This design comes from an exercise in tuning for small area on the open sky130 flow, not from production work. Function was checked by simulation only, so behaviour that the tests miss may differ from the original.

## rev 12
==> flow/design.v (excerpt) <==
module dct2d_top (clk, rst_n, pix_row, coef_row);
  input clk, rst_n;
  input  [63:0] pix_row;
  output [95:0] coef_row;
  wire [2:0]  ph;           
  wire [63:0] DCT1_out;
  wire [63:0] DCT2_in;
  wire [95:0] DCT2_out;
  wire [71:0] TP2_out;
  counter1 cnt(ph, clk, rst_n);
  wire [7:0] col_sel = 8'b1 << ph;                  
  wire [7:0] row_sel = 8'b1 << (ph + 3'd2);         
  reg [63:0] pix_q;        
  always @(posedge clk)
    pix_q <= pix_row;
  DCT_1D DCT1(pix_q, DCT1_out);
  TPmem_1 #(.D(13)) TP1(.i_clk(clk), .i_sel(col_sel), .i_data(DCT1_out[63:16]), .o_data(DCT2_in));
  DCT_2D DCT2(DCT2_in, DCT2_out, col_sel[0], col_sel[1]);
  TPmem_2 TP2(.i_clk(clk), .i_sel(row_sel), .i_data(DCT2_out[95:24]), .o_data(TP2_out));
  assign coef_row = {TP2_out, 24'b0};
endmodule
Size: about 4600 cells after synthesis, ~160 I/O pins, roughly 59000 um2 of cells after synthesis.
==> module TPmem_1, before the edit <==
module TPmem_1 #(parameter D = 14) (
  input             i_clk,
  input      [7:0]  i_sel,      
  input      [47:0] i_data,     
  output reg [63:0] o_data      
);
  genvar h;
  generate
    for (h = 0; h < 6; h = h + 1) begin : lane
      reg [8*(D+h)-1:0] q;
      always @(posedge i_clk)
        q <= {q[8*(D-1+h)-1:0], i_data[47-8*h -: 8]};
    end
  endgenerate
  integer r;
  always @(*) begin
    for (r = 0; r < 8; r = r + 1)
      o_data[63-8*r -: 8] =
          ({8{i_sel[0]}} & lane[0].q[8*(D+0-r)-1 -: 8])
        | ({8{i_sel[1]}} & lane[1].q[8*(D+1-r)-1 -: 8])
        | ({8{i_sel[2]}} & lane[2].q[8*(D+2-r)-1 -: 8])
        | ({8{i_sel[3]}} & lane[3].q[8*(D+3-r)-1 -: 8])
        | ({8{i_sel[4]}} & lane[4].q[8*(D+4-r)-1 -: 8])
        | ({8{i_sel[5]}} & lane[5].q[8*(D+5-r)-1 -: 8]);
  end
endmodule
==> module dct2d_top, before the edit <==
module dct2d_top (clk, rst_n, pix_row, coef_row);
  input clk, rst_n;
  input  [63:0] pix_row;
  output [95:0] coef_row;
  wire [2:0]  ph;           
  wire [63:0] DCT1_out;
  wire [63:0] DCT2_in;
  wire [95:0] DCT2_out;
  wire [71:0] TP2_out;
  counter1 cnt(ph, clk, rst_n);
  wire [7:0] col_sel = 8'b1 << ph;                  
  wire [7:0] row_sel = 8'b1 << (ph + 3'd2);         
  reg [63:0] pix_q;        
  always @(posedge clk)
    pix_q <= pix_row;
  DCT_1D DCT1(pix_q, DCT1_out);
  TPmem_1 #(.D(13)) TP1(.i_clk(clk), .i_sel(col_sel), .i_data(DCT1_out[63:16]), .o_data(DCT2_in));
  DCT_2D DCT2(DCT2_in, DCT2_out, col_sel[0], col_sel[1]);
  TPmem_2 TP2(.i_clk(clk), .i_sel(row_sel), .i_data(DCT2_out[95:24]), .o_data(TP2_out));
  assign coef_row = {TP2_out, 24'b0};
endmodule
make LEC_CHECK=0 CAP_MARGIN=20 CORE_MARGIN=2 CORE_UTILIZATION=40 SLEW_MARGIN=20 finish   # period 12.0 ns
run.sh (not shown) runs the stock make flow with config.mk's settings and CLKGATE_MAP_FILE= SYNTH_SCRIPT=/design/flow/synth_recipe.tcl, a recipe that flattens the netlist after the stock synthesis.
#### Input delta (rev 13 over rev 12)
diff --git a/flow/design.v b/flow/design.v
--- a/flow/design.v
+++ b/flow/design.v
@@ -2759,32 +2759,32 @@
     else
       out = {z0[14:3], z1[14:3], z2[14:3], z3[14:3], z4[14:3], z5[14:3], 24'b0};
   end
 endmodule
-module TPmem_1 #(parameter D = 14) (
+module TPmem_1 (
   input             i_clk,
   input      [7:0]  i_sel,      
   input      [47:0] i_data,     
   output reg [63:0] o_data      
 );
   genvar h;
   generate
     for (h = 0; h < 6; h = h + 1) begin : lane
-      reg [8*(D+h)-1:0] q;
+      reg [8*(14+h)-1:0] q;
       always @(posedge i_clk)
-        q <= {q[8*(D-1+h)-1:0], i_data[47-8*h -: 8]};
+        q <= {q[8*(13+h)-1:0], i_data[47-8*h -: 8]};
     end
   endgenerate
   integer r;
   always @(*) begin
     for (r = 0; r < 8; r = r + 1)
       o_data[63-8*r -: 8] =
-          ({8{i_sel[0]}} & lane[0].q[8*(D+0-r)-1 -: 8])
-        | ({8{i_sel[1]}} & lane[1].q[8*(D+1-r)-1 -: 8])
-        | ({8{i_sel[2]}} & lane[2].q[8*(D+2-r)-1 -: 8])
-        | ({8{i_sel[3]}} & lane[3].q[8*(D+3-r)-1 -: 8])
-        | ({8{i_sel[4]}} & lane[4].q[8*(D+4-r)-1 -: 8])
-        | ({8{i_sel[5]}} & lane[5].q[8*(D+5-r)-1 -: 8]);
+          ({8{i_sel[0]}} & lane[0].q[8*(14+0-r)-1 -: 8])
+        | ({8{i_sel[1]}} & lane[1].q[8*(14+1-r)-1 -: 8])
+        | ({8{i_sel[2]}} & lane[2].q[8*(14+2-r)-1 -: 8])
+        | ({8{i_sel[3]}} & lane[3].q[8*(14+3-r)-1 -: 8])
+        | ({8{i_sel[4]}} & lane[4].q[8*(14+4-r)-1 -: 8])
+        | ({8{i_sel[5]}} & lane[5].q[8*(14+5-r)-1 -: 8]);
   end
 endmodule
 module TPmem_2 (
   input             i_clk,
@@ -2834,13 +2834,10 @@
   wire [71:0] TP2_out;
   counter1 cnt(ph, clk, rst_n);
   wire [7:0] col_sel = 8'b1 << ph;                  
   wire [7:0] row_sel = 8'b1 << (ph + 3'd2);         
-  reg [63:0] pix_q;        
-  always @(posedge clk)
-    pix_q <= pix_row;
-  DCT_1D DCT1(pix_q, DCT1_out);
-  TPmem_1 #(.D(13)) TP1(.i_clk(clk), .i_sel(col_sel), .i_data(DCT1_out[63:16]), .o_data(DCT2_in));
+  DCT_1D DCT1(pix_row, DCT1_out);
+  TPmem_1 TP1(.i_clk(clk), .i_sel(col_sel), .i_data(DCT1_out[63:16]), .o_data(DCT2_in));
   DCT_2D DCT2(DCT2_in, DCT2_out, col_sel[0], col_sel[1]);
   TPmem_2 TP2(.i_clk(clk), .i_sel(row_sel), .i_data(DCT2_out[95:24]), .o_data(TP2_out));
   assign coef_row = {TP2_out, 24'b0};
 endmodule
Results
NOTE count of cells along the worst register-to-register path rev 12->rev 13 increased by more than 10%
Re utilization after layout: rev 12 and rev 13 aren't equal, and the higher value belongs to rev 13.
Of rev 12 and rev 13, rev 13 shows the higher sum of buffers and inverters on the critical path, with rev 12 below it.
Rev 13: number of diodes 1 above rev 12
Taking rev 12 as the reference point, the number of H-tree levels of rev 13 falls by 1.
In terms of wire length of the first global-routing pass, rev 13 and rev 12 differ only marginally.
Rev 12 and rev 13 ended up with roughly the same synthesized-area fraction occupied by and/or/nand/nor cells.
Between rev 12 and rev 13, the flow reports count of non-filler cells in the finished layout increasing by a few percent.

-- separate check: timing with driven ports --
In the flow no input, the clock included, has a driving cell. The finished layouts below were timed again as built, in two steps.
Step 1 sets driving cells, clkbuf_16 on the clock port and buf_2 on the other inputs (assumed; they add their load-dependent delay and slew).
Step 2, shift: input delay + t, output delay - t, t = (earliest + latest rising clock arrival at the registers) / 2. This alone moves slack from input paths to output paths.
Three values: no drivers, after step 1, after step 2; two values: the first two.
| run | shift t [ns] | setup WS [ns] | hold WS [ns] | slew at the worst register clock pin (ns) |
|---|---|---|---|---|
| rev 12 | 0.808 | 0.496 / 0.496 / 0.496 | 0.308 / 0.308 / 0.308 | 0.08 / 0.08 |
| rev 13 | 0.777 | 0.274 / 0.326 / -0.451 | 0.255 / 0.255 / 0.255 | 0.07 / 0.07 |
Met with ideal ports but missed after step 2: setup timing in rev 13. For rev 13, which loses most, drivers alone change the setup slack by +0.052 ns; drivers and shift together by -0.725 ns.
